What follows belongs to an exercise in optimizing a design on an open flow for small area, a short achievable clock period and few clock cycles; a production flow would make more cautious choices. Where RTL was checked, it was by simulation tests only, not by an equivalence proof against the original. For run 2, only the layout was checked, not whether the RTL still works.

==> flow/design.v (outline; a module is shown in full before it is edited, if it fits) <==
// module RFC_CORDIC_exp: 300 lines
// module RFC_CORDIC_div: 133 lines
// module Dual_mode_neuron: 775 lines
// module mul27_cs3: 992 lines
module Dual_mode_neuron (
    input wire clk,
    input wire rstn,
    input wire mode,     
    input wire signed [26 : 0] i_in,    
    output wire signed [26 : 0] v,
    output reg signed [26:0] h_0,
    output reg done
);
  // ...
==> flow/run.sh <==
#!/bin/bash
# synth_recipe.tcl (not shown) runs the flow's synth.tcl, then flattens the netlist and writes it again
# the make line also repeats each setting of config.mk as NAME=value (left out here)
make -C /OpenROAD-flow-scripts/flow DESIGN_CONFIG=/design/flow/config.mk WORK_HOME=/design/flow/orfs CLKGATE_MAP_FILE= SYNTH_SCRIPT=/design/flow/synth_recipe.tcl finish
==> flow/config.mk <==
export PLATFORM = sky130hd
export DESIGN_NAME = Dual_mode_neuron
export DESIGN_NICKNAME = Dual_mode_neuron
export VERILOG_FILES = /design/flow/design.v
export SDC_FILE = /design/flow/constraint.sdc
export NUM_CORES = 8
export LEC_CHECK = 0
export ABC_AREA = 1
export CAP_MARGIN = 30
export CORE_MARGIN = 2
export CORE_UTILIZATION = 40
export PLACE_DENSITY = 0.55
export SETUP_SLACK_MARGIN = 4
export SLEW_MARGIN = 30
==> flow/constraint.sdc <==
create_clock -name core_clock -period 11.0 [get_ports {clk}]
set_input_delay 2.2000 -clock core_clock [delete_from_list [all_inputs] [get_ports {clk}]]
set_output_delay 2.2000 -clock core_clock [all_outputs]
set_load 0.01 [all_outputs]
==> run summary, run 1 <==
============================================================================
FF+latch count                                                          1247
Clock buffer count in the final layout                                   205
Highest clock rate                                                   143 MHz
Fraction of area in non-clock buffers                                 0.0396
Share of the final layout cell area in multi-input gates               0.556
Routability cong.                                                       1.11
IO buf count                                                              84
Vertical die dimension                                                531 um
# Taps                                                                  3705
Clock buffers and inverters, area share                               0.0430
Post-detailed-route DRC marker count                                       0
DR WL met2                                                            240 mm
Residual antenna-violating net count after detailed routing                0
Class of the tightest hold or removal check                       reg -> reg
Maximum clock insertion buffer count                                       4
Antenna violations before repair                                          74
Startpoint of the lowest-slack hold path                        uexp.tg[1]$_SDFFCE_PN0N_
Slowest cell on crit path                                       sky130_fd_sc_hd__nor3_1
Most utilized layer in the global route result                          met2
WHS                                                                   431 ps
Crit Path Category                                                 in -> reg
Post-detailed-placement cell area                                 0.116 mm^2
CTS tree                                                                 yes
RSZ-0062 raised after global routing                                     yes
Clock root buffer                                               sky130_fd_sc_hd__clkbuf_16
Number of cells on the critical path                                      20
Combinational family with the most area after synthesis         simple AND/OR/NAND/NOR gates
R2r worst-path depth                                                      19
Sequential portion of the cell area                                    0.264
Multi-input combinational cell area                              0.0695 mm^2
Number of flip-flops under the largest register name                      45
Reported max-cap violation count                                           0
Setup TNS                                                               0 ps
Placeable core region                                             0.276 mm^2
Max-slew violation count                                                   0
First-pass GRT wire length                                            804 mm
Outcome                                             timing/DRC/antenna clean
Cell class contributing the biggest share of worst-path delay    adder cells
============================================================================
Testbench counts, summed over its fixed seeds: cycles 489,012.
==> module RFC_CORDIC_exp, before the edit <==
module RFC_CORDIC_exp(
    input  wire        clk,
    input  wire        rst_n,
    input  wire        start,        
    input  wire        op_leak,      
    input  wire [1:0]  op_tag,
    input  wire signed [20:0] x_init,
    input  wire        abort,        
    output wire        ready,
    output wire        cond,         
    output wire        la,           
    output wire        idone,        
    output reg         idone0,       
    output wire [1:0]  itag,
    output wire [22:0] ires,
    output wire        ishort        
    );
    reg               fb;
    reg signed [17:0] x, y, z;
    reg        [17:0] s;            
    reg        [4:0]  it;
    reg        [4:0]  idx;          
    reg               xs;
    reg        [3:0]  ei;
    reg               lk;
    reg        [1:0]  tg;
    wire [16:1] rank;
    assign rank[16] = (z >= $signed(18'sd26369)) | (z <= -$signed(18'sd26369));
    assign rank[15] = (z >= $signed(18'sd12487)) | (z <= -$signed(18'sd12487));
    assign rank[14] = (z >= $signed(18'sd6168)) | (z <= -$signed(18'sd6168));
    assign rank[13] = (z >= $signed(18'sd3075)) | (z <= -$signed(18'sd3075));
    assign rank[12] = (z >= $signed(18'sd1537)) | (z <= -$signed(18'sd1537));
    assign rank[11] = (z >= $signed(18'sd768)) | (z <= -$signed(18'sd768));
    assign rank[10] = (z >= $signed(18'sd384)) | (z <= -$signed(18'sd384));
    assign rank[9] = (z >= $signed(18'sd192)) | (z <= -$signed(18'sd192));
    assign rank[8] = (z >= $signed(18'sd96)) | (z <= -$signed(18'sd96));
    assign rank[7] = (z >= $signed(18'sd48)) | (z <= -$signed(18'sd48));
    assign rank[6] = (z >= $signed(18'sd24)) | (z <= -$signed(18'sd24));
    assign rank[5] = (z >= $signed(18'sd12)) | (z <= -$signed(18'sd12));
    assign rank[4] = (z >= $signed(18'sd6)) | (z <= -$signed(18'sd6));
    assign rank[3] = (z >= $signed(18'sd3)) | (z <= -$signed(18'sd3));
    assign rank[2] = (z >= $signed(18'sd1)) | (z <= -$signed(18'sd1));
    assign rank[1] = 1'b1;
    wire [16:1] oh;    
    assign oh[1] = rank[16];
    assign oh[2] = rank[15] & ~rank[16];
    assign oh[3] = rank[14] & ~rank[15];
    assign oh[4] = rank[13] & ~rank[14];
    assign oh[5] = rank[12] & ~rank[13];
    assign oh[6] = rank[11] & ~rank[12];
    assign oh[7] = rank[10] & ~rank[11];
    assign oh[8] = rank[9] & ~rank[10];
    assign oh[9] = rank[8] & ~rank[9];
    assign oh[10] = rank[7] & ~rank[8];
    assign oh[11] = rank[6] & ~rank[7];
    assign oh[12] = rank[5] & ~rank[6];
    assign oh[13] = rank[4] & ~rank[5];
    assign oh[14] = rank[3] & ~rank[4];
    assign oh[15] = rank[2] & ~rank[3];
    assign oh[16] = rank[1] & ~rank[2];
    wire flag = z[17];
    assign cond = fb & ((z == 18'sd0) | (z == 18'sd1) | (it == 5'd31));
    wire signed [17:0] xs1 = x >>> 1;
    wire signed [17:0] xs2 = x >>> 2;
    wire signed [17:0] xs3 = x >>> 3;
    wire signed [17:0] xs4 = x >>> 4;
    wire signed [17:0] xs5 = x >>> 5;
    wire signed [17:0] xs6 = x >>> 6;
    wire signed [17:0] xs7 = x >>> 7;
    wire signed [17:0] xs8 = x >>> 8;
    wire signed [17:0] xs9 = x >>> 9;
    wire signed [17:0] xs10 = x >>> 10;
    wire signed [17:0] xs11 = x >>> 11;
    wire signed [17:0] xs12 = x >>> 12;
    wire signed [17:0] xs13 = x >>> 13;
    wire signed [17:0] xs14 = x >>> 14;
    wire signed [17:0] xs15 = x >>> 15;
    wire signed [17:0] xs16 = x >>> 16;
    wire signed [17:0] ys1 = y >>> 1;
    wire signed [17:0] ys2 = y >>> 2;
    wire signed [17:0] ys3 = y >>> 3;
    wire signed [17:0] ys4 = y >>> 4;
    wire signed [17:0] ys5 = y >>> 5;
    wire signed [17:0] ys6 = y >>> 6;
    wire signed [17:0] ys7 = y >>> 7;
    wire signed [17:0] ys8 = y >>> 8;
    wire signed [17:0] ys9 = y >>> 9;
    wire signed [17:0] ys10 = y >>> 10;
    wire signed [17:0] ys11 = y >>> 11;
    wire signed [17:0] ys12 = y >>> 12;
    wire signed [17:0] ys13 = y >>> 13;
    wire signed [17:0] ys14 = y >>> 14;
    wire signed [17:0] ys15 = y >>> 15;
    wire signed [17:0] ys16 = y >>> 16;
    wire signed [17:0] xsh = ({18{oh[1]}} & xs1) | ({18{oh[2]}} & xs2) | ({18{oh[3]}} & xs3) | ({18{oh[4]}} & xs4) | ({18{oh[5]}} & xs5) | ({18{oh[6]}} & xs6) | ({18{oh[7]}} & xs7) | ({18{oh[8]}} & xs8) | ({18{oh[9]}} & xs9) | ({18{oh[10]}} & xs10) | ({18{oh[11]}} & xs11) | ({18{oh[12]}} & xs12) | ({18{oh[13]}} & xs13) | ({18{oh[14]}} & xs14) | ({18{oh[15]}} & xs15) | ({18{oh[16]}} & xs16);
    wire signed [17:0] ysh = ({18{oh[1]}} & ys1) | ({18{oh[2]}} & ys2) | ({18{oh[3]}} & ys3) | ({18{oh[4]}} & ys4) | ({18{oh[5]}} & ys5) | ({18{oh[6]}} & ys6) | ({18{oh[7]}} & ys7) | ({18{oh[8]}} & ys8) | ({18{oh[9]}} & ys9) | ({18{oh[10]}} & ys10) | ({18{oh[11]}} & ys11) | ({18{oh[12]}} & ys12) | ({18{oh[13]}} & ys13) | ({18{oh[14]}} & ys14) | ({18{oh[15]}} & ys15) | ({18{oh[16]}} & ys16);
    wire signed [17:0] angle = ({18{oh[1]}} & 18'd35999) | ({18{oh[2]}} & 18'd16738) | ({18{oh[3]}} & 18'd8235) | ({18{oh[4]}} & 18'd4101) | ({18{oh[5]}} & 18'd2048) | ({18{oh[6]}} & 18'd1024) | ({18{oh[7]}} & 18'd512) | ({18{oh[8]}} & 18'd256) | ({18{oh[9]}} & 18'd128) | ({18{oh[10]}} & 18'd64) | ({18{oh[11]}} & 18'd32) | ({18{oh[12]}} & 18'd16) | ({18{oh[13]}} & 18'd8) | ({18{oh[14]}} & 18'd4) | ({18{oh[15]}} & 18'd2) | ({18{oh[16]}} & 18'd1);
    wire [20:0] su0 = {~ss[20], ss[19:0]};
    wire [18:0] su2 = {~ss[20], ss[19:2]};
    wire [18:0] sw2 = sgates[19] ? su2 : 19'd0;
    wire [17:0] su3 = {~ss[20], ss[19:3]};
    wire [17:0] sw3 = sgates[18] ? su3 : 18'd0;
    wire [16:0] su4 = {~ss[20], ss[19:4]};
    wire [16:0] sw4 = sgates[17] ? su4 : 17'd0;
    wire [15:0] su5 = {~ss[20], ss[19:5]};
    wire [15:0] sw5 = sgates[16] ? su5 : 16'd0;
    wire [14:0] su6 = {~ss[20], ss[19:6]};
    wire [14:0] sw6 = sgates[15] ? su6 : 15'd0;
    wire [13:0] su7 = {~ss[20], ss[19:7]};
    wire [13:0] sw7 = sgates[14] ? su7 : 14'd0;
    wire [12:0] su8 = {~ss[20], ss[19:8]};
    wire [12:0] sw8 = sgates[13] ? su8 : 13'd0;
    wire [11:0] su9 = {~ss[20], ss[19:9]};
    wire [11:0] sw9 = sgates[12] ? su9 : sgates[11] ? ~su9 : 12'd0;
    wire [10:0] su10 = {~ss[20], ss[19:10]};
    wire [10:0] sw10 = sgates[10] ? su10 : 11'd0;
    wire [9:0] su11 = {~ss[20], ss[19:11]};
    wire [9:0] sw11 = sgates[9] ? su11 : sgates[8] ? ~su11 : 10'd0;
    wire [8:0] su12 = {~ss[20], ss[19:12]};
    wire [8:0] sw12 = sgates[7] ? su12 : sgates[6] ? ~su12 : 9'd0;
    wire [7:0] su13 = {~ss[20], ss[19:13]};
    wire [7:0] sw13 = sgates[5] ? su13 : 8'd0;
    wire [6:0] su14 = {~ss[20], ss[19:14]};
    wire [6:0] sw14 = sgates[4] ? su14 : sgates[3] ? ~su14 : 7'd0;
    wire [5:0] su15 = {~ss[20], ss[19:15]};
    wire [5:0] sw15 = sgates[2] ? su15 : 6'd0;
    wire [4:0] su16 = {~ss[20], ss[19:16]};
    wire [4:0] sw16 = sgates[1] ? su16 : sgates[0] ? ~su16 : 5'd0;
    wire [21:0] eo_e_t1 = {~eo[22], eo[21:1]};
    wire [19:0] eo_e_t3 = {~eo[22], eo[21:3]};
    wire [18:0] eo_e_t4 = {~eo[22], eo[21:4]};
    wire [17:0] eo_e_t5 = {~eo[22], eo[21:5]};
    wire [11:0] eo_e_t11_u = {~eo[22], eo[21:11]};
    wire [11:0] eo_e_t11 = ~eo_e_t11_u;
    wire [6:0] eo_e_t16 = {~eo[22], eo[21:16]};
    wire [4:0] eo_e_t18 = {~eo[22], eo[21:18]};
    wire [2:0] eo_e_t20 = {~eo[22], eo[21:20]};
    wire [20:0] eo_ie_t2 = {~eo[22], eo[21:2]};
    wire [15:0] eo_ie_t7_u = {~eo[22], eo[21:7]};
    wire [15:0] eo_ie_t7 = ~eo_ie_t7_u;
    wire [11:0] eo_ie_t11 = {~eo[22], eo[21:11]};
    wire [9:0] eo_ie_t13 = {~eo[22], eo[21:13]};
    wire [1:0] eo_ie_t21 = {~eo[22], eo[21:21]};
    wire [22:0] a0  = isc ? {2'b00, su0} : isg ? {2'b00, eo_ie_t2} : {eo[21:0], 1'b0};
    wire [22:0] a1  = isc ? {4'd0, sw2} : isg ? {7'd0, eo_ie_t7} : {1'b0, eo_e_t1};
    wire [22:0] a2  = isc ? {5'd0, sw3} : {3'd0, eo_e_t3};
    wire [22:0] a3  = isc ? {6'd0, sw4} : isg ? {11'd0, eo_ie_t11} : {4'd0, eo_e_t4};
    wire [22:0] a4  = isc ? {7'd0, sw5} : isg ? {13'd0, eo_ie_t13} : {5'd0, eo_e_t5};
    wire [22:0] a5  = isc ? {8'd0, sw6} : isg ? {21'd0, eo_ie_t21} : {11'd0, eo_e_t11};
    wire [22:0] a6  = isc ? {9'd0, sw7} : {16'd0, eo_e_t16};
    wire [22:0] a7  = isc ? {10'd0, sw8} : {18'd0, eo_e_t18};
    wire [22:0] a8  = isc ? {11'd0, sw9} : {20'd0, eo_e_t20};
    wire [22:0] a16 = isc ? {2'b00, ssc} : isg ? 23'd6780331 : 23'd5371821;
    wire [22:0] uni = a0 + a1 + a2 + a3 + a4 + a5 + a6 + a7 + a8 + sw10 + sw11 + sw12 + sw13 + sw14 + sw15 + sw16 + a16;
    wire signed [17:0] x_n = flag ? x - ysh : x + ysh;
    wire signed [17:0] y_n = flag ? y - xsh : y + xsh;
    wire        [17:0] s_n = flag ? s - xsh - ysh : s + xsh + ysh;
    wire signed [17:0] z_n = flag ? z + angle : z - angle;
    wire        [4:0]  idx_n = idx + {oh[4], oh[3], oh[2], 1'b0, oh[1]};
    wire        [4:0]  it_n = it + 5'd1;
    wire z_last = (z == -18'sd35999) | (z == -18'sd35998) | (z == -18'sd16738) | (z == -18'sd16737) | (z == -18'sd8235) | (z == -18'sd8234) | (z == -18'sd4101) | (z == -18'sd4100) | (z == -18'sd2048) | (z == -18'sd2047) | (z == -18'sd1024) | (z == -18'sd1023) | (z == -18'sd512) | (z == -18'sd511) | (z == -18'sd256) | (z == -18'sd255) | (z == -18'sd128) | (z == -18'sd127) | (z == -18'sd64) | (z == -18'sd63) | (z == -18'sd32) | (z == -18'sd31) | (z == -18'sd16) | (z == -18'sd15) | (z == -18'sd8) | (z == -18'sd7) | (z == -18'sd4) | (z == -18'sd3) | (z == -18'sd2) | (z == -18'sd1) | (z == 18'sd2) | (z == 18'sd4) | (z == 18'sd5) | (z == 18'sd8) | (z == 18'sd9) | (z == 18'sd16) | (z == 18'sd17) | (z == 18'sd32) | (z == 18'sd33) | (z == 18'sd64) | (z == 18'sd65) | (z == 18'sd128) | (z == 18'sd129) | (z == 18'sd256) | (z == 18'sd257) | (z == 18'sd512) | (z == 18'sd513) | (z == 18'sd1024) | (z == 18'sd1025) | (z == 18'sd2048) | (z == 18'sd2049) | (z == 18'sd4101) | (z == 18'sd4102) | (z == 18'sd8235) | (z == 18'sd8236) | (z == 18'sd16738) | (z == 18'sd16739) | (z == 18'sd35999) | (z == 18'sd36000);    
    assign la = fb & ~cond & (z_last | (it == 5'd30));
    reg               ib;
    reg               isc;          
    reg        [17:0] ssr;          
    reg        [19:0] sgates;       
    reg        [20:0] ssc;          
    wire signed [20:0] ss = {3'b000, ssr};
    reg signed [22:0] eo;
    reg        [3:0]  eic;
    reg               isg;
    reg        [1:0]  itg;
    reg               ish;
    reg  ilast;                     
    wire ifree = ~ib | ilast;
    reg  hand;                      
    wire lah   = la & ifree;        
    wire fin   = cond & (hand | ifree);
    assign ready = ~fb | fin | lah;    
    assign idone = ilast;
    assign itag  = itg;
    assign ires  = eo;
    assign ishort = ish;
    wire        [17:0] s_h  = cond ? s : s_n;
    wire        [4:0]  idx_h = cond ? idx : idx_n;
    wire        [4:0]  it_h = cond ? it : it_n;
    wire hgp2 = (idx_h == 5'd10);
    wire hgp3 = (idx_h == 5'd1) | (idx_h == 5'd5) | (idx_h == 5'd9) | (idx_h == 5'd13) | (idx_h == 5'd17) | (idx_h == 5'd21) | (idx_h == 5'd25);
    wire hgp4 = (idx_h == 5'd5) | (idx_h == 5'd10) | (idx_h == 5'd13) | (idx_h == 5'd21);
    wire hgp5 = (idx_h == 5'd1) | (idx_h == 5'd4) | (idx_h == 5'd9) | (idx_h == 5'd10) | (idx_h == 5'd12) | (idx_h == 5'd17) | (idx_h == 5'd20) | (idx_h == 5'd25);
    wire hgp6 = (idx_h == 5'd13);
    wire hgp7 = (idx_h == 5'd8) | (idx_h == 5'd9) | (idx_h == 5'd12) | (idx_h == 5'd21) | (idx_h == 5'd24) | (idx_h == 5'd25);
    wire hgp8 = (idx_h == 5'd5) | (idx_h == 5'd20);
    wire hgp9 = (idx_h == 5'd12) | (idx_h == 5'd16) | (idx_h == 5'd24) | (idx_h == 5'd25);
    wire hgn9 = (idx_h == 5'd1) | (idx_h == 5'd13);
    wire hgp10 = (idx_h == 5'd4) | (idx_h == 5'd5);
    wire hgp11 = (idx_h == 5'd4) | (idx_h == 5'd13) | (idx_h == 5'd17);
    wire hgn11 = (idx_h == 5'd20) | (idx_h == 5'd21);
    wire hgp12 = (idx_h == 5'd1) | (idx_h == 5'd13) | (idx_h == 5'd17);
    wire hgn12 = (idx_h == 5'd9);
    wire hgp13 = (idx_h == 5'd1) | (idx_h == 5'd5) | (idx_h == 5'd10) | (idx_h == 5'd20) | (idx_h == 5'd24);
    wire hgp14 = (idx_h == 5'd4) | (idx_h == 5'd8) | (idx_h == 5'd21) | (idx_h == 5'd25);
    wire hgn14 = (idx_h == 5'd12) | (idx_h == 5'd17);
    wire hgp15 = (idx_h == 5'd1) | (idx_h == 5'd5) | (idx_h == 5'd8);
    wire hgp16 = (idx_h == 5'd4) | (idx_h == 5'd5) | (idx_h == 5'd20) | (idx_h == 5'd25);
    wire hgn16 = (idx_h == 5'd24);
    reg [20:0] hsc;
    always @(*) begin
        case (idx_h)
            5'd1: hsc = 21'd882273;
            5'd4: hsc = 21'd1014192;
            5'd5: hsc = 21'd846672;
            5'd8: hsc = 21'd1040288;
            5'd9: hsc = 21'd876289;
            5'd10: hsc = 21'd688000;
            5'd12: hsc = 21'd1005505;
            5'd13: hsc = 21'd832769;
            5'd16: hsc = 21'd1046528;
            5'd17: hsc = 21'd883905;
            5'd20: hsc = 21'd1011057;
            5'd21: hsc = 21'd843201;
            5'd24: hsc = 21'd1038193;
            5'd25: hsc = 21'd874416;
            default: hsc = 21'd1048576;
        endcase
    end
    wire [19:0] hgates = {hgp2, hgp3, hgp4, hgp5, hgp6, hgp7, hgp8, hgp9, hgn9, hgp10, hgp11, hgn11, hgp12, hgn12, hgp13, hgp14, hgn14, hgp15, hgp16, hgn16};
    always @(posedge clk or negedge rst_n) begin
        if (!rst_n)         hand <= 1'b0;
        else if (start)     hand <= 1'b0;
        else if (lah & ~abort) hand <= 1'b1;
    end
    wire        [3:0]  ei_load = lk ? (ei - it_h[3:0]) : ei;
    always @(posedge clk or negedge rst_n) begin
        if (!rst_n)                 fb <= 1'b0;
        else if (start)             fb <= 1'b1;
        else if (abort)             fb <= 1'b0;
        else if (fin)               fb <= 1'b0;
    end
    always @(posedge clk) begin
        if (start) begin
            lk <= op_leak;
            tg <= op_tag;
            it <= 5'd0;
            idx <= 5'd0;
            xs <= x_init[20];
            ei <= x_init[20] ? ~x_init[19:16] : x_init[19:16];
            x <= 18'sd65536;
            y <= 18'sd0;
            s <= 18'd65536;
            z <= {{2{x_init[20]}}, x_init[15:0]};
        end
        else if (fb & ~cond) begin
            x <= x_n;
            y <= y_n;
            s <= s_n;
            z <= z_n;
            it <= it_n;
            idx <= idx_n;
        end
    end
    wire iload = (lah | (cond & ~hand & ifree)) & ~abort;
    always @(posedge clk or negedge rst_n) begin
        if (!rst_n)                 ib <= 1'b0;
        else if (abort)             ib <= 1'b0;
        else if (iload)             ib <= 1'b1;
        else if (ilast)             ib <= 1'b0;
    end
    always @(posedge clk or negedge rst_n) begin
        if (!rst_n) begin
            ilast <= 1'b0;
            idone0 <= 1'b0;
        end
        else begin
            ilast <= ~abort & ~iload & ~ilast & ib & (isc ? (eic == 4'd0) : (eic == 4'd1));
            idone0 <= ~abort & ~iload & ~ilast & ib & (isc ? (eic == 4'd0) : (eic == 4'd1)) & (itg == 2'd0);
        end
    end
    always @(posedge clk) begin
        if (iload) begin
            isc <= 1'b1;
            ssr <= s_h;
            sgates <= hgates;
            ssc <= hsc;
            eic <= ei_load;
            isg <= xs;
            itg <= tg;
            ish <= (it_h == 5'd0 && ei <= 4'd1) || (it_h == 5'd1 && ei == 4'd0);
        end
        else if (ib & isc) begin
            eo  <= {2'b00, uni[20:0]};
            isc <= 1'b0;
            sgates <= 20'd0;
        end
        else if (ib & ~ilast) begin
            eo <= uni;                   
            eic <= eic - 4'd1;
        end
    end
endmodule
==> module RFC_CORDIC_div, before the edit <==
module RFC_CORDIC_div(
    input  wire        clk,
    input  wire        rst_n,
    input  wire        start,        
    input  wire [1:0]  op_tag,
    input  wire signed [20:0] x_init,
    input  wire signed [20:0] y_init,
    output wire        ready,
    output wire        fdone,        
    output wire [1:0]  ftag,
    output wire [22:0] fres
    );
    reg               fb;
    reg signed [20:0] x;            
    reg signed [20:0] y;            
    reg               ysg;          
    reg signed [20:0] z;
    reg signed [21:0] x_tmp;        
    reg        [4:0]  it;
    reg               xs, ys;
    reg        [1:0]  tg;
    wire signed [37:0] x_tmp_extend = {3'b000, {13{x_tmp[21]}}, x_tmp};    
    function ge21;
        input [20:0] a, b;
        reg [31:0] g, l;
        integer k, w;
        begin
            g = 32'd0; l = 32'd0;
            for (k = 0; k < 21; k = k + 1) begin
                g[k] = a[k] & ~b[k];
                l[k] = ~a[k] & b[k];
            end
            for (w = 1; w < 32; w = w * 2)
                for (k = 0; k + w < 32; k = k + 2 * w) begin
                    g[k] = g[k + w] | (~l[k + w] & g[k]);
                    l[k] = l[k + w] | (~g[k + w] & l[k]);
                end
            ge21 = ~l[0];
        end
    endfunction
    wire [16:0] rk;
    assign rk[16] = ge21(y, x_tmp_extend[22:2]);
    assign rk[15] = ge21(y, x_tmp_extend[23:3]);
    assign rk[14] = ge21(y, x_tmp_extend[24:4]);
    assign rk[13] = ge21(y, x_tmp_extend[25:5]);
    assign rk[12] = ge21(y, x_tmp_extend[26:6]);
    assign rk[11] = ge21(y, x_tmp_extend[27:7]);
    assign rk[10] = ge21(y, x_tmp_extend[28:8]);
    assign rk[9] = ge21(y, x_tmp_extend[29:9]);
    assign rk[8] = ge21(y, x_tmp_extend[30:10]);
    assign rk[7] = ge21(y, x_tmp_extend[31:11]);
    assign rk[6] = ge21(y, x_tmp_extend[32:12]);
    assign rk[5] = ge21(y, x_tmp_extend[33:13]);
    assign rk[4] = ge21(y, x_tmp_extend[34:14]);
    assign rk[3] = ge21(y, x_tmp_extend[35:15]);
    assign rk[2] = ge21(y, x_tmp_extend[36:16]);
    assign rk[1] = ge21(y, x_tmp_extend[37:17]);
    assign rk[0] = ~ge21(y, x_tmp_extend[37:17]);
    wire [16:0] rank = (it == 5'd0) ? 17'h10000 : rk;
    wire [17:1] oh;
    assign oh[1] = rank[16];
    assign oh[2] = rank[15] & ~(|rank[16:16]);
    assign oh[3] = rank[14] & ~(|rank[16:15]);
    assign oh[4] = rank[13] & ~(|rank[16:14]);
    assign oh[5] = rank[12] & ~(|rank[16:13]);
    assign oh[6] = rank[11] & ~(|rank[16:12]);
    assign oh[7] = rank[10] & ~(|rank[16:11]);
    assign oh[8] = rank[9] & ~(|rank[16:10]);
    assign oh[9] = rank[8] & ~(|rank[16:9]);
    assign oh[10] = rank[7] & ~(|rank[16:8]);
    assign oh[11] = rank[6] & ~(|rank[16:7]);
    assign oh[12] = rank[5] & ~(|rank[16:6]);
    assign oh[13] = rank[4] & ~(|rank[16:5]);
    assign oh[14] = rank[3] & ~(|rank[16:4]);
    assign oh[15] = rank[2] & ~(|rank[16:3]);
    assign oh[16] = rank[1] & ~(|rank[16:2]);
    assign oh[17] = rank[0] & ~(|rank[16:1]);
    wire cond;
    wire flag = ~ysg;
    assign cond = fb & (oh[16] | oh[17] | (~ysg & (y <= 'd1)) | (it == 5'd31));
    wire signed [20:0] xs1 = x >>> 1;
    wire signed [20:0] xs2 = x >>> 2;
    wire signed [20:0] xs3 = x >>> 3;
    wire signed [20:0] xs4 = x >>> 4;
    wire signed [20:0] xs5 = x >>> 5;
    wire signed [20:0] xs6 = x >>> 6;
    wire signed [20:0] xs7 = x >>> 7;
    wire signed [20:0] xs8 = x >>> 8;
    wire signed [20:0] xs9 = x >>> 9;
    wire signed [20:0] xs10 = x >>> 10;
    wire signed [20:0] xs11 = x >>> 11;
    wire signed [20:0] xs12 = x >>> 12;
    wire signed [20:0] xs13 = x >>> 13;
    wire signed [20:0] xs14 = x >>> 14;
    wire signed [20:0] xs15 = x >>> 15;
    wire signed [20:0] xs16 = x >>> 16;
    wire signed [20:0] xs17 = x >>> 17;
    wire signed [20:0] xsh = ({21{oh[1]}} & xs1) | ({21{oh[2]}} & xs2) | ({21{oh[3]}} & xs3) | ({21{oh[4]}} & xs4) | ({21{oh[5]}} & xs5) | ({21{oh[6]}} & xs6) | ({21{oh[7]}} & xs7) | ({21{oh[8]}} & xs8) | ({21{oh[9]}} & xs9) | ({21{oh[10]}} & xs10) | ({21{oh[11]}} & xs11) | ({21{oh[12]}} & xs12) | ({21{oh[13]}} & xs13) | ({21{oh[14]}} & xs14) | ({21{oh[15]}} & xs15) | ({21{oh[16]}} & xs16) | ({21{oh[17]}} & xs17);
    wire [20:0] angle = ({21{oh[1]}} & 21'd32768) | ({21{oh[2]}} & 21'd16384) | ({21{oh[3]}} & 21'd8192) | ({21{oh[4]}} & 21'd4096) | ({21{oh[5]}} & 21'd2048) | ({21{oh[6]}} & 21'd1024) | ({21{oh[7]}} & 21'd512) | ({21{oh[8]}} & 21'd256) | ({21{oh[9]}} & 21'd128) | ({21{oh[10]}} & 21'd64) | ({21{oh[11]}} & 21'd32) | ({21{oh[12]}} & 21'd16) | ({21{oh[13]}} & 21'd8) | ({21{oh[14]}} & 21'd4) | ({21{oh[15]}} & 21'd2) | ({21{oh[16]}} & 21'd1) | ({21{oh[17]}} & 21'd1);
    wire signed [20:0] yd = y - xsh;         
    wire signed [20:0] ye = xsh - y;         
    wire cond_w = cond;
    assign ready = ~fb | cond_w;
    assign fdone = cond_w;
    assign ftag  = tg;
    assign fres  = (xs ^ ys) ? (23'd0 - {3'b0, z[19:0]}) : {3'b0, z[19:0]};
    wire signed [20:0] ax = x_init[20] ? ~x_init + 21'sd1 : x_init;    
    wire signed [20:0] ay = y_init[20] ? ~y_init + 21'sd1 : y_init;    
    always @(posedge clk or negedge rst_n) begin
        if (!rst_n)                 fb <= 1'b0;
        else if (start)             fb <= 1'b1;
        else if (cond_w)            fb <= 1'b0;
    end
    always @(posedge clk) begin
        if (start) begin
            tg <= op_tag;
            it <= 5'd0;
            xs <= x_init[20];
            ys <= y_init[20];
            x <= ay;
            y <= ax;
            ysg <= ax[20];
            z <= 21'sd0;
        end
        else if (fb & ~cond_w) begin
            y <= yd[20] ? ye : yd;                  
            ysg <= ysg ? ye[20] : yd[20];           
            z <= flag ? z + $signed(angle) : z - $signed(angle);
            x_tmp <= x + (x >>> 1);
            it <= it + 5'd1;
        end
    end
endmodule
==> run 2: changes to the inputs <==
--- a/flow/design.v
+++ b/flow/design.v
@@ -1,16 +1,18 @@
 module RFC_CORDIC_exp(
     input  wire        clk,
     input  wire        rst_n,
     input  wire        start,        
     input  wire        op_leak,      
     input  wire [1:0]  op_tag,
     input  wire signed [20:0] x_init,
     input  wire        abort,        
+    input  wire        pre,          
+    input  wire signed [20:0] x_pre,   
     output wire        ready,
     output wire        cond,         
     output wire        la,           
     output wire        idone,        
     output reg         idone0,       
     output wire [1:0]  itag,
     output wire [22:0] ires,
     output wire        ishort        
@@ -232,28 +234,80 @@
     end
     wire        [3:0]  ei_load = lk ? (ei - it_h[3:0]) : ei;
     always @(posedge clk or negedge rst_n) begin
         if (!rst_n)                 fb <= 1'b0;
         else if (start)             fb <= 1'b1;
         else if (abort)             fb <= 1'b0;
         else if (fin)               fb <= 1'b0;
     end
+    wire signed [17:0] z0 = {{2{x_pre[20]}}, x_pre[15:0]};
+    wire [16:1] rk0;
+    assign rk0[16] = (z0 >= $signed(18'sd26369)) | (z0 <= -$signed(18'sd26369));
+    assign rk0[15] = (z0 >= $signed(18'sd12487)) | (z0 <= -$signed(18'sd12487));
+    assign rk0[14] = (z0 >= $signed(18'sd6168)) | (z0 <= -$signed(18'sd6168));
+    assign rk0[13] = (z0 >= $signed(18'sd3075)) | (z0 <= -$signed(18'sd3075));
+    assign rk0[12] = (z0 >= $signed(18'sd1537)) | (z0 <= -$signed(18'sd1537));
+    assign rk0[11] = (z0 >= $signed(18'sd768)) | (z0 <= -$signed(18'sd768));
+    assign rk0[10] = (z0 >= $signed(18'sd384)) | (z0 <= -$signed(18'sd384));
+    assign rk0[9] = (z0 >= $signed(18'sd192)) | (z0 <= -$signed(18'sd192));
+    assign rk0[8] = (z0 >= $signed(18'sd96)) | (z0 <= -$signed(18'sd96));
+    assign rk0[7] = (z0 >= $signed(18'sd48)) | (z0 <= -$signed(18'sd48));
+    assign rk0[6] = (z0 >= $signed(18'sd24)) | (z0 <= -$signed(18'sd24));
+    assign rk0[5] = (z0 >= $signed(18'sd12)) | (z0 <= -$signed(18'sd12));
+    assign rk0[4] = (z0 >= $signed(18'sd6)) | (z0 <= -$signed(18'sd6));
+    assign rk0[3] = (z0 >= $signed(18'sd3)) | (z0 <= -$signed(18'sd3));
+    assign rk0[2] = (z0 >= $signed(18'sd1)) | (z0 <= -$signed(18'sd1));
+    assign rk0[1] = 1'b1;
+    wire [16:1] oh0;
+    assign oh0[1] = rk0[16];
+    assign oh0[2] = rk0[15] & ~rk0[16];
+    assign oh0[3] = rk0[14] & ~rk0[15];
+    assign oh0[4] = rk0[13] & ~rk0[14];
+    assign oh0[5] = rk0[12] & ~rk0[13];
+    assign oh0[6] = rk0[11] & ~rk0[12];
+    assign oh0[7] = rk0[10] & ~rk0[11];
+    assign oh0[8] = rk0[9] & ~rk0[10];
+    assign oh0[9] = rk0[8] & ~rk0[9];
+    assign oh0[10] = rk0[7] & ~rk0[8];
+    assign oh0[11] = rk0[6] & ~rk0[7];
+    assign oh0[12] = rk0[5] & ~rk0[6];
+    assign oh0[13] = rk0[4] & ~rk0[5];
+    assign oh0[14] = rk0[3] & ~rk0[4];
+    assign oh0[15] = rk0[2] & ~rk0[3];
+    assign oh0[16] = rk0[1] & ~rk0[2];
+    wire signed [17:0] ang0 = ({18{oh0[1]}} & 18'd35999) | ({18{oh0[2]}} & 18'd16738) | ({18{oh0[3]}} & 18'd8235) | ({18{oh0[4]}} & 18'd4101) | ({18{oh0[5]}} & 18'd2048) | ({18{oh0[6]}} & 18'd1024) | ({18{oh0[7]}} & 18'd512) | ({18{oh0[8]}} & 18'd256) | ({18{oh0[9]}} & 18'd128) | ({18{oh0[10]}} & 18'd64) | ({18{oh0[11]}} & 18'd32) | ({18{oh0[12]}} & 18'd16) | ({18{oh0[13]}} & 18'd8) | ({18{oh0[14]}} & 18'd4) | ({18{oh0[15]}} & 18'd2) | ({18{oh0[16]}} & 18'd1);
+    wire signed [17:0] p0   = ({18{oh0[1]}} & 18'd32768) | ({18{oh0[2]}} & 18'd16384) | ({18{oh0[3]}} & 18'd8192) | ({18{oh0[4]}} & 18'd4096) | ({18{oh0[5]}} & 18'd2048) | ({18{oh0[6]}} & 18'd1024) | ({18{oh0[7]}} & 18'd512) | ({18{oh0[8]}} & 18'd256) | ({18{oh0[9]}} & 18'd128) | ({18{oh0[10]}} & 18'd64) | ({18{oh0[11]}} & 18'd32) | ({18{oh0[12]}} & 18'd16) | ({18{oh0[13]}} & 18'd8) | ({18{oh0[14]}} & 18'd4) | ({18{oh0[15]}} & 18'd2) | ({18{oh0[16]}} & 18'd1);    
+    wire               fl0  = z0[17];
+    wire               cond0 = (z0 == 18'sd0) | (z0 == 18'sd1);
+    wire signed [17:0] y1   = fl0 ? -p0 : p0;
+    wire        [17:0] s1   = fl0 ? 18'd65536 - p0 : 18'd65536 + p0;
+    wire signed [17:0] z1   = fl0 ? z0 + ang0 : z0 - ang0;
+    wire        [4:0]  idx1 = {oh0[4], oh0[3], oh0[2], 1'b0, oh0[1]};
     always @(posedge clk) begin
         if (start) begin
             lk <= op_leak;
             tg <= op_tag;
             it <= 5'd0;
             idx <= 5'd0;
             xs <= x_init[20];
             ei <= x_init[20] ? ~x_init[19:16] : x_init[19:16];
             x <= 18'sd65536;
-            y <= 18'sd0;
-            s <= 18'd65536;
-            z <= {{2{x_init[20]}}, x_init[15:0]};
+            if (pre & ~cond0) begin
+                y <= y1;
+                s <= s1;
+                z <= z1;
+                it <= 5'd1;
+                idx <= idx1;
+            end
+            else begin
+                y <= 18'sd0;
+                s <= 18'd65536;
+                z <= {{2{x_init[20]}}, x_init[15:0]};
+            end
         end
         else if (fb & ~cond) begin
             x <= x_n;
             y <= y_n;
             s <= s_n;
             z <= z_n;
             it <= it_n;
             idx <= idx_n;
@@ -406,26 +460,39 @@
     assign fres  = (xs ^ ys) ? (23'd0 - {3'b0, z[19:0]}) : {3'b0, z[19:0]};
     wire signed [20:0] ax = x_init[20] ? ~x_init + 21'sd1 : x_init;    
     wire signed [20:0] ay = y_init[20] ? ~y_init + 21'sd1 : y_init;    
     always @(posedge clk or negedge rst_n) begin
         if (!rst_n)                 fb <= 1'b0;
         else if (start)             fb <= 1'b1;
         else if (cond_w)            fb <= 1'b0;
     end
+    wire               cond0 = ~ax[20] & (ax <= 'd1);
+    wire signed [20:0] xsh0 = ay >>> 1;
+    wire signed [20:0] yd0 = ax - xsh0;
+    wire signed [20:0] ye0 = xsh0 - ax;
     always @(posedge clk) begin
         if (start) begin
             tg <= op_tag;
-            it <= 5'd0;
             xs <= x_init[20];
             ys <= y_init[20];
             x <= ay;
-            y <= ax;
-            ysg <= ax[20];
-            z <= 21'sd0;
+            if (cond0) begin
+                it <= 5'd0;
+                y <= ax;
+                ysg <= ax[20];
+                z <= 21'sd0;
+            end
+            else begin
+                it <= 5'd1;
+                y <= yd0[20] ? ye0 : yd0;
+                ysg <= ax[20] ? ye0[20] : yd0[20];
+                z <= ax[20] ? -21'sd32768 : 21'sd32768;
+                x_tmp <= ay + (ay >>> 1);
+            end
         end
         else if (fb & ~cond_w) begin
             y <= yd[20] ? ye : yd;                  
             ysg <= ysg ? ye[20] : yd[20];           
             z <= flag ? z + $signed(angle) : z - $signed(angle);
             x_tmp <= x + (x >>> 1);
             it <= it + 5'd1;
         end
@@ -529,17 +596,17 @@
 wire [20:0] dx = (dtag == 2'd0) ? SD1x : (dtag == 2'd1) ? SD2x : 21'd16384;
 wire [20:0] dy = (dtag == 2'd0) ? SD1y : (dtag == 2'd1) ? SD2y : SD3y;
 wire        hd_start = mode & dslot_ok & ~rdv[dtag] & d_ready;
 wire        xgo;                 
 RFC_CORDIC_exp uexp (
     .clk(clk), .rst_n(rstn),
     .start(hx_start | (ad_start & xgo)), .op_leak(mode ? 1'b0 : ad_leak),
     .op_tag(mode ? xtag : 2'd0),
-    .x_init(mode ? xslot : ad_x), .abort(ad_abort & xgo),
+    .x_init(mode ? xslot : ad_x), .abort(ad_abort & xgo), .pre(mode), .x_pre(xslot),
     .ready(x_ready), .cond(x_cond), .la(x_la),
     .idone(x_idone), .idone0(x_idone0), .itag(x_itag), .ires(x_ires), .ishort(x_ishort)
 );
 RFC_CORDIC_div udiv (
     .clk(clk), .rst_n(rstn),
     .start(hd_start), .op_tag(dtag),
     .x_init(dx), .y_init(dy),
     .ready(d_ready), .fdone(d_fdone), .ftag(d_ftag), .fres(d_fres)
--- a/flow/config.mk
+++ b/flow/config.mk
@@ -4,11 +4,11 @@
 export VERILOG_FILES = /design/flow/design.v
 export SDC_FILE = /design/flow/constraint.sdc
 export NUM_CORES = 8
 export LEC_CHECK = 0
 export ABC_AREA = 1
 export CAP_MARGIN = 30
 export CORE_MARGIN = 2
 export CORE_UTILIZATION = 40
-export PLACE_DENSITY = 0.55
+export PLACE_DENSITY = 0.75
 export SETUP_SLACK_MARGIN = 4
 export SLEW_MARGIN = 30
==> run 2 against run 1 <==
Worst hold slack improved by 14 ps. Critical path type is now reg -> reg. Still clean. Fmax fell by 3.1%. Critical path depth increased by 13. Routed wire length increased by 8.0%. Via count grew 8.1%. Non-clock buffer count rose by 79. Cell count rose by 5.7%.
==> run summary, run 2 <==
=========================================================================================
RSZ-0062 raised after global routing                                                  yes
Depth of the worst hold-timing path                                                     2
Reported max-cap violation count                                                        0   unchanged
Highest clock rate                                                                139 MHz   -3.1%
Most instantiated cells after synthesis                                      sky130_fd_sc_hd__nand2_1 (3402), sky130_fd_sc_hd__inv_1 (1934), sky130_fd_sc_hd__o21ai_0 (1357)
Post-detailed-route DRC marker count                                                    0   unchanged
Flip-flop and latch count after synthesis                                            1247
Hold violation count in the final report                                                0
Net count reported at finish                                                        16975
1st-pass router iterations                                                              9
Post-detailed-placement cell area                                              0.122 mm^2   +5.3%
Overall via count from detail_route                                                122533
Number of flip-flops under the largest register name                                   45   unchanged
Register with the highest flop count                                                  pr0
Global route overflow                                                                   0
Final critical-path share of the clock period                                       0.656
Residual antenna-violating net count after detailed routing                             0   unchanged
Via count of the first global-routing pass                                         111917
Hold worst-path end                                                          xfirst$_DFFE_PN1P_
Proportion of register bits with asynchronous set or reset after synthesis          0.199
IO buf count                                                                           84   unchanged
First-pass GRT wire length                                                         866 mm   +7.7%
Setup TNS                                                                            0 ps   unchanged
R2R Path End                                                                 Vm[26]$_DFFE_PN0P_
Least-Margin Pin Slew                                                             1190 ps
Biggest area contributors in the synthesized netlist                         sky130_fd_sc_hd__edfxtp_1 (19%), sky130_fd_sc_hd__nand2_1 (11%), sky130_fd_sc_hd__fa_1 (8.7%), sky130_fd_sc_hd__ha_1 (6.5%), sky130_fd_sc_hd__inv_1 (6.2%)
R2r worst-path depth                                                                   33   +14
Iteration-0 DRC count of the detailed router                                        17647
Final Cell Area                                                                0.133 mm^2
Crit path largest cell delay                                                       620 ps
Area share of xor/xnor cells in the synthesized design                             0.0624
Mux contribution to synthesized area                                              0.00135
Area used by sequential logic in the layout                                   0.0337 mm^2
Endpoint class of the critical path                                              register
Setup crit start kind                                                            register
Share of Yosys cell area claimed by the top area cell type                          0.190
Placeable core region                                                          0.291 mm^2   +5.1%
Syn nets                                                                            16826
Critical Path Most Common Cell                                               sky130_fd_sc_hd__nand2_1
Post-synth top flop                                                          sky130_fd_sc_hd__edfxtp_1
Clock root buffer                                                            sky130_fd_sc_hd__clkbuf_16
Worst EP required                                                                11790 ps
Fin Clk Skew                                                                      69.6 ps
Fraction of the core area covered by cells at the end of the flow                   0.456
Dpl hpwl                                                                           486 mm
Cell class contributing the biggest share of worst-path delay                simple AND/OR/NAND/NOR gates
Cells after Synth                                                                   15683
Total die area                                                                 0.296 mm^2
Portion of the post-synthesis area used by sequential elements                      0.289
Worst reg2reg setup slack                                                         3790 ps
Number of enable-type register cells in the synthesized netlist                       739
Final setup viols                                                                       0
Number of placed I/O pins                                                              85
Placement Rows                                                                        198
Count of synthesis-stage warnings from yosys                                            3
Num CTS Buffers                                                                       159
Largest net degree at the start of global routing                                      77
GRT Total Usage                                                                     0.414
Fraction of the mapped netlist area in adder cells                                  0.152
Post-synthesis simple-gate area fraction                                            0.217
Combinational family with the most area after synthesis                      simple AND/OR/NAND/NOR gates
Routability cong.                                                                    1.22   +9.6%
Area leader, netlist                                                         sky130_fd_sc_hd__edfxtp_1
CTS tree                                                                              yes
Worst-skew pair later-pin latency                                                  910 ps
Netlist cell types                                                                     88
Relative slew margins                                                               0.205
Outcome                                                          timing/DRC/antenna clean
CTS H-tree depth                                                                        4
Commonest non-fill, non-tap cells in the layout                              sky130_fd_sc_hd__nand2_1 (3339), sky130_fd_sc_hd__inv_1 (1886), sky130_fd_sc_hd__nor2_1 (1283)
Largest registers in the final layout                                        pr0: 45 flops, pr1: 44 flops, pr2: 42 flops
Initial Util                                                                        0.401
Clk slew on worst S/H paths                                                         60 ps
Startpoint of the lowest-slack hold path                                     xfirst$_DFFE_PN1P_
Multi-input combinational cell area                                           0.0744 mm^2   +7.1%
Maximum net fanout on the critical path                                                 6
Vertical die dimension                                                             544 um   +2.4%
Mapped Area                                                                    0.117 mm^2
Routed Wire Length                                                                 631 mm
Min Clock Period, post-route                                                      7210 ps
Most common cell after layout, fill and taps aside                           sky130_fd_sc_hd__nand2_1
Fill cell count                                                                     29015
Slowest cell on crit path                                                    sky130_fd_sc_hd__nand2_1
WHS                                                                                445 ps   +13.7 ps
Area growth, synth to finish                                                        13.7%
Beginning of the worst register-to-register path                             pr0[7]$_DFF_P_
Maximum clock insertion buffer count                                                    4   unchanged
Average wire per cell in the routed design                                        31.6 um
Crit Path Category                                                             reg -> reg
Most repeated cell in the gate-level netlist after synthesis                 sky130_fd_sc_hd__nand2_1
Antenna violations before repair                                                       72   -2.7%
Max-slew violation count                                                                0   unchanged
Share of cells above drive strength 1                                              0.0974
Data arrival, critical path                                                       8000 ps
Mean Syn Cell Area                                                              7.44 um^2
Die Wd                                                                             544 um
Class of the tightest hold or removal check                                    reg -> reg
Sink count of the clock tree                                                         1247
Number of buffers and inverters on the critical path                                    4
Post-synthesis compound-gate area fraction                                          0.188
Via density per instance                                                             6.15
=========================================================================================
==> run 2: cell count changes after synthesis, sizes merged, moves of 65 or more <==
cell    delta
o21ai    +164
o22ai     +66
inv      +120
buf       +66
nand3     +65
ha        +76
dfxtp     -71
nand2    +111
edfxtp    +71
==> run 2: final cells by class <==
cell class | count | area share
Antenna cell | 79 | 0.00149
Clock buffer | 222 | 0.0343
Clock inverter | 66 | 0.00682
Inverter | 2026 | 0.0594
Multi-Input combinational cell | 11731 | 0.561
Sequential cell | 1247 | 0.254
Tap cell | 3900 | 0.0368
Timing Repair Buffer | 660 | 0.0455
Timing Repair inverter | 7 | 0.000293
==> run 2: how the worst max path moves through the flow <==
stage	slack, ps	from	depth (start not counted)	to
6_report	3790	pr0[7]$_DFF_P_	33	Vm[26]$_DFFE_PN0P_
5_1_grt	3590	pr0[7]$_DFF_P_	33	Vm[26]$_DFFE_PN0P_
4_1_cts	3990	mode	26	pr1[28]$_DFF_P_
3_5_place_dp	620	mode	25	pr1[28]$_DFF_P_
3_3_place_gp	650	mode	24	pr1[34]$_DFF_P_
2_1_floorplan	3970	mode	24	pr1[29]$_DFF_P_
==> run 2: metal layers <==
| metal | up-vias | global-route usage | share of wire |
|---|---|---|---|
| li1 | 53175 | - | - |
| met1 | 58199 | 0.494 | 0.36 |
| met2 | 8807 | 0.602 | 0.41 |
| met3 | 2316 | 0.135 | 0.12 |
| met4 | 36 | 0.345 | 0.10 |
| met5 | - | 0.00357 | 0.00085 |
==> run 2: logic make-up after synthesis <==
logic type,count (synthesis)
simple gates,6064
compound gates,3706
buf+inv,2708
flops,1247
fa+ha+maj,1113
xor+xnor,828
mux,15
other cells,2
==> run 2: repair_timing <==
action	in CTS	in global routing
buffers inserted	102	114
pin swaps	19	65
resized for setup	261	310
gates cloned	11	12
endpoints found under the setup margin	269	162
hold buffers	0	0
==> run 2: per-stage QoR <==
step / instances / worst slack [ps]
final: 19938 / 3790
after global routing: 19882 / 3590
after CTS: 19722 / 3990
after detailed placement: 19321 / 620
after global placement: 19310 / 651
after floorplan: 15683 / 3970
==> run 2: worst register-to-register path, delay by kind of cell (launching register included) <==
kind,cells,cell delay (ps)
buffers and inverters,4,900
AOI/OAI and AO/OA,5,1320
adders and majority gates,3,1390
DFF,1,310
and+or+nand+nor,21,3200

## port drivers added, routing unchanged
The flow's constraints put no driver on any port. The routed layouts listed below were extracted and timed again, unchanged, in two steps.
Step 1, drivers: a clkbuf_16 drives clk and a buf_2 each remaining input, both assumed.
Step 2 moves the port delays by t, midway between the first and last clock arrival at a register: inputs arrive t later, outputs are due t later. That takes back most of the time a late clock gives input paths.
Slacks: ideal ports / drivers / drivers and shift; pairs: ideal ports / drivers.
run | t, ns | setup slack, ns | worst setup path at the end
run 1 | 0.962 | 4.009 / 4.023 / 3.111 | input to register
run 2 | 0.994 | 3.789 / 3.789 / 2.906 | input to register
After both steps every run listed still meets setup and hold. For run 1, which loses most, drivers alone change the setup slack by +0.014 ns; drivers and shift together by -0.898 ns.
